What follows belongs to an exercise in optimizing a design on an open flow for small area, a short achievable clock period and few clock cycles; a production flow would make more cautious choices.
In this exercise RTL edits were held to simulation tests only and were not proved equivalent to the original.
Power and IR drop assume default switching activity.

==> flow/design.v <==
module mammal (
      input clk,
      input rst,
      input [15:0] data_in,
      output [15:0] data_out,
      output logic [11:0] address,
      output memwt,
      input INT,
      output logic intack
);
localparam OP_NOP=4'd0, OP_LDI=4'd1, OP_LD=4'd2, OP_ST=4'd3, OP_JZ=4'd4, OP_JMP=4'd5,
           OP_ALU=4'd7, OP_PUSH=4'd8, OP_POP=4'd9, OP_CALL=4'd10, OP_RET=4'd11,
           OP_STI=4'd12, OP_CLI=4'd13, OP_IRET=4'd14;
logic [11:0] pc;
logic [3:0] xop;           
logic [2:0] rd;            
logic [15:0] opa, opb;     
logic zeroflag, intflag;
logic [15:0] regbank [7:0];
logic c_cin, c_sum, c_and, c_or, c_xor, c_not;
logic s_iretw, s_iret2, s_int0, s_int1, s_int2, s_int3, s_halt;
logic [11:0] addr_q;       
logic a_data;              
logic memwt_q;
wire x_ldi  = (xop == OP_LDI);
wire x_ld   = (xop == OP_LD);
wire x_st   = (xop == OP_ST);
wire x_jmp  = (xop == OP_JMP);    
wire x_alu  = (xop == OP_ALU);
wire x_push = (xop == OP_PUSH);
wire x_pop  = (xop == OP_POP);
wire x_call = (xop == OP_CALL);   
wire x_ret  = (xop == OP_RET);
wire x_sti  = (xop == OP_STI);
wire x_cli  = (xop == OP_CLI);
wire x_iret = (xop == OP_IRET);
wire busy = s_iretw | s_iret2 | s_int0 | s_int1 | s_int2 | s_int3 | s_halt;
wire x_mem = x_ldi | x_ld | x_st | x_push | x_pop | x_call | x_ret | x_iret;
wire int_point = x_ldi | x_ld | x_st | x_jmp | x_alu | x_push | x_pop |
                 x_call | x_ret | x_sti | s_iret2;
wire take_int = int_point & intflag & INT;
wire fetch_raw = ~busy & ~x_mem & ~(x_alu & (rd == 3'd7));
wire fetch = fetch_raw & ~take_int;
wire zfwd;                 
wire [3:0] fop = data_in[15:12];
wire f_jz   = (fop == OP_JZ);
wire f_call = (fop == OP_CALL);
wire f_jmpc = (fop == OP_JMP) | f_call;
wire f_jmp  = f_jmpc | (f_jz & zfwd);
wire f_halt = (fop == 4'd6) | (fop == 4'd15);
wire f_none = (fop == OP_NOP) | (f_jz & ~zfwd);
wire f_alu  = (fop == OP_ALU);
wire f_spinc = (fop == OP_POP) | (fop == OP_RET) | (fop == OP_IRET);
wire f_spdec = (fop == OP_PUSH) | f_call;
wire f_ldst  = (fop == OP_LD) | (fop == OP_ST);
wire f_wt    = (fop == OP_ST) | (fop == OP_PUSH) | f_call;
wire f_unary = f_alu & (data_in[11:9] == 3'h7);
wire f_dec   = f_unary & (data_in[8:6] == 3'h3);
wire f_sub   = f_alu & (data_in[11:9] == 3'h1);
wire [15:0] sp = regbank[7];
wire sp_dn = x_push | x_call | s_int1 | s_int2;
logic [15:0] sp_t;
always_comb begin
    sp_t[0] = 1'b1;
    for (int i = 1; i < 16; i++) sp_t[i] = sp_t[i-1] & (sp[i-1] ^ sp_dn);
end
wire [15:0] sp_pm = sp ^ sp_t;
wire [12:0] psum = {pc, 1'b1} + {data_in[11:0], ~s_int2};
wire [11:0] pc_add = psum[12:1];
wire [11:0] pc_inc = pc + 12'd1;
wire [16:0] asum_w = {opa, 1'b1} + {opb, c_cin};
wire [15:0] asum = asum_w[16:1];
wire [15:0] lres = ({16{c_and}} & (opa & opb)) |
                   ({16{c_or}}  & (opa | opb)) |
                   ({16{c_xor}} & (opa ^ opb)) |
                   {15'd0, c_not & ~|opb};
wire [15:0] zk = {opa[14:0] | opb[14:0], c_cin};
wire zsum = &((opa ^ opb) ~^ zk);
wire zres = c_sum ? zsum : ~|lres;
assign zfwd = x_alu ? zres : zeroflag;
wire wr_en = x_alu | x_ldi | x_ld | x_pop;
wire w_sum = x_alu & c_sum;
wire [15:0] wother = x_alu ? lres : data_in;
wire [15:0] wdata = w_sum ? asum : wother;
wire sp_en = sp_dn | x_pop | x_ret | x_iret | s_iret2;
wire wr7 = wr_en & (rd == 3'd7);
wire [15:0] r7other = wr7 ? wother : sp_pm;
always_ff @(posedge clk) begin
    for (int i = 0; i < 7; i++)
        if (wr_en && rd == 3'(i)) regbank[i] <= wdata;
    if (wr7 | sp_en) regbank[7] <= (wr7 & w_sum) ? asum : r7other;
end
wire [15:0] rda = regbank[data_in[8:6]];
wire [15:0] rdb = regbank[data_in[5:3]];
wire fwda = x_alu & (data_in[8:6] == rd);
wire fwdb = x_alu & (data_in[5:3] == rd);
wire oa_k = s_int0 | s_int1 | f_unary | f_call;
wire [15:0] oa_c = s_int0 ? {4'b0, pc} : s_int1 ? {15'b0, zeroflag} :
                   f_unary ? {16{f_dec}} : {4'b0, pc_inc};
wire [15:0] oa_other = oa_k ? oa_c : (fwda ? lres : rda);
wire oa_sum = fwda & c_sum & ~oa_k;
wire [15:0] ob_other = fwdb ? lres : rdb;
wire ob_sum = fwdb & c_sum;
always_ff @(posedge clk) begin
    rd <= data_in[2:0];
    opa <= oa_sum ? asum : oa_other;
    opb <= (ob_sum ? asum : ob_other) ^ {16{f_sub}};
    if (s_iretw | s_int1) addr_q <= sp_pm[11:0];
    else if (s_int0) addr_q <= sp[11:0];
    else if (f_spinc) addr_q <= sp_pm[11:0];
    else if (f_spdec) addr_q <= sp[11:0];
    else addr_q <= fwdb ? wdata[11:0] : rdb[11:0];
    c_cin <= (data_in[11:9] == 3'h1) | (data_in[11:6] == 6'b111010);
    c_sum <= (data_in[11:10] == 2'b00) | (data_in[11:7] == 5'b11101);
    c_and <= (data_in[11:9] == 3'h2);
    c_or  <= (data_in[11:9] == 3'h3) | (data_in[11:6] == 6'b111001);
    c_xor <= (data_in[11:9] == 3'h4);
    c_not <= (data_in[11:6] == 6'b111000);
end
always_ff @(posedge clk) begin
    if (rst) begin
        xop <= OP_NOP;
        s_iretw <= 1'b0;
        s_iret2 <= 1'b0;
        s_int0 <= 1'b0;
        s_int1 <= 1'b0;
        s_int2 <= 1'b0;
        s_int3 <= 1'b0;
        s_halt <= 1'b0;
        a_data <= 1'b0;
        memwt_q <= 1'b0;
        pc <= 12'd0;
        zeroflag <= 1'b0;
        intflag <= 1'b0;
    end else begin
        if (x_alu) zeroflag <= zres;
        if (x_iret) zeroflag <= data_in[0];
        if (x_sti) intflag <= 1'b1;
        if (x_cli | s_int1) intflag <= 1'b0;
        xop <= OP_NOP;
        if (fetch) begin
            if (f_jmp && !f_call) xop <= OP_JMP;
            else if (!f_none && !f_halt) xop <= fop;
            if (f_halt) s_halt <= 1'b1;
        end
        if ((fetch & ~f_jmpc & ~f_jz) | x_ldi) pc <= pc_inc;
        if (x_ret | s_iret2 | s_int3) pc <= data_in[11:0];
        if (s_int1) pc <= 12'h7f0;
        if ((fetch & f_jmpc) | s_int2) pc <= pc_add;
        if (fetch & f_jz) pc <= zfwd ? pc_add : pc_inc;
        s_iretw <= x_iret;
        s_iret2 <= s_iretw;
        s_int0 <= take_int;
        s_int1 <= s_int0;
        s_int2 <= s_int1;
        s_int3 <= s_int2;
        a_data <= (fetch & (f_ldst | f_spinc | f_spdec)) | s_int0 | s_int1 | s_iretw;
        memwt_q <= (fetch & f_wt) | s_int0 | s_int1;
    end
end
assign address = a_data ? addr_q : pc;
assign memwt = memwt_q;
assign intack = s_int2;
assign data_out = opa;
endmodule
export LEC_CHECK = 0
export ABC_AREA = 1
export CAP_MARGIN = 20
export CORE_MARGIN = 2
export CORE_UTILIZATION = 55
export CTS_BUF_LIST = sky130_fd_sc_hd__clkbuf_8
export SETUP_SLACK_MARGIN = 3.4
export SLEW_MARGIN = 20
create_clock -name core_clock -period 6.0 [get_ports {clk}]
standard.sh (not shown) runs the stock make flow with config.mk's settings and CLKGATE_MAP_FILE= SYNTH_SCRIPT=/design/flow/synth_recipe.tcl, a recipe that flattens the netlist after the stock synthesis.
==> flow/flow/run.sh <==
#!/bin/bash
# The standard layout (the standard.sh, unchanged synthesis and flow), with
# one change: the port buffers that ORFS inserts at placement are buf_4 cells
# instead of the default delay buffer.
set -euo pipefail
export BUFFER_PORTS_ARGS="-buffer_cell sky130_fd_sc_hd__buf_4"
bash standard.sh > standard_flow.log 2>&1
Testbench counts at the start, summed over its fixed seeds: cycles 107,349.
==> next run, changes <==
- CTS_BUF_LIST: sky130_fd_sc_hd__clkbuf_8 -> not set
What happened: Power increases by 6.5%. Clock skew decreases by 9.2 ps. Setup slack improves by 120 ps. Critical path depth is unchanged. Utilization increases by 0.23 points. Sequential share of layout area decreases by 0.12 points. Wire length decreases by 0.31%. Clock-buffer cell count decreases by 14. Hold slack improves by 5.4 ps. Non-clock buffer count decreases by 10.

==> re-timing with driven ports <==
The flow's constraints put no driver on any port. The routed layouts listed below were extracted and timed again, unchanged, in two steps. Step 1 assumes that a clkbuf_16 drives the clock port and a buf_2 every other input. Step 2 adds t to the input delays and takes it off the output delays; t is the mean of the earliest and latest rising clock arrival at the registers after step 1. Input paths then give back, and output paths get back, about the clock's delay inside the block. a / b / c = ideal / step 1 / step 2; a / b = the first two.
run	shift t [ns]	slack for setup (ns)	hold WS [ns]	worst setup path at the end	slew at the worst register clock pin (ns)
the first run	0.580	3.156 / 3.171 / 2.591	0.458 / 0.458 / 0.458	input to register	0.07 / 0.07
the second run	0.575	3.273 / 3.293 / 2.717	0.464 / 0.464 / 0.464	input to register	0.07 / 0.07
After both steps every run listed still meets setup and hold. The setup slack of the first run, which loses most, moves by +0.015 ns with the drivers and by -0.565 ns with both steps.
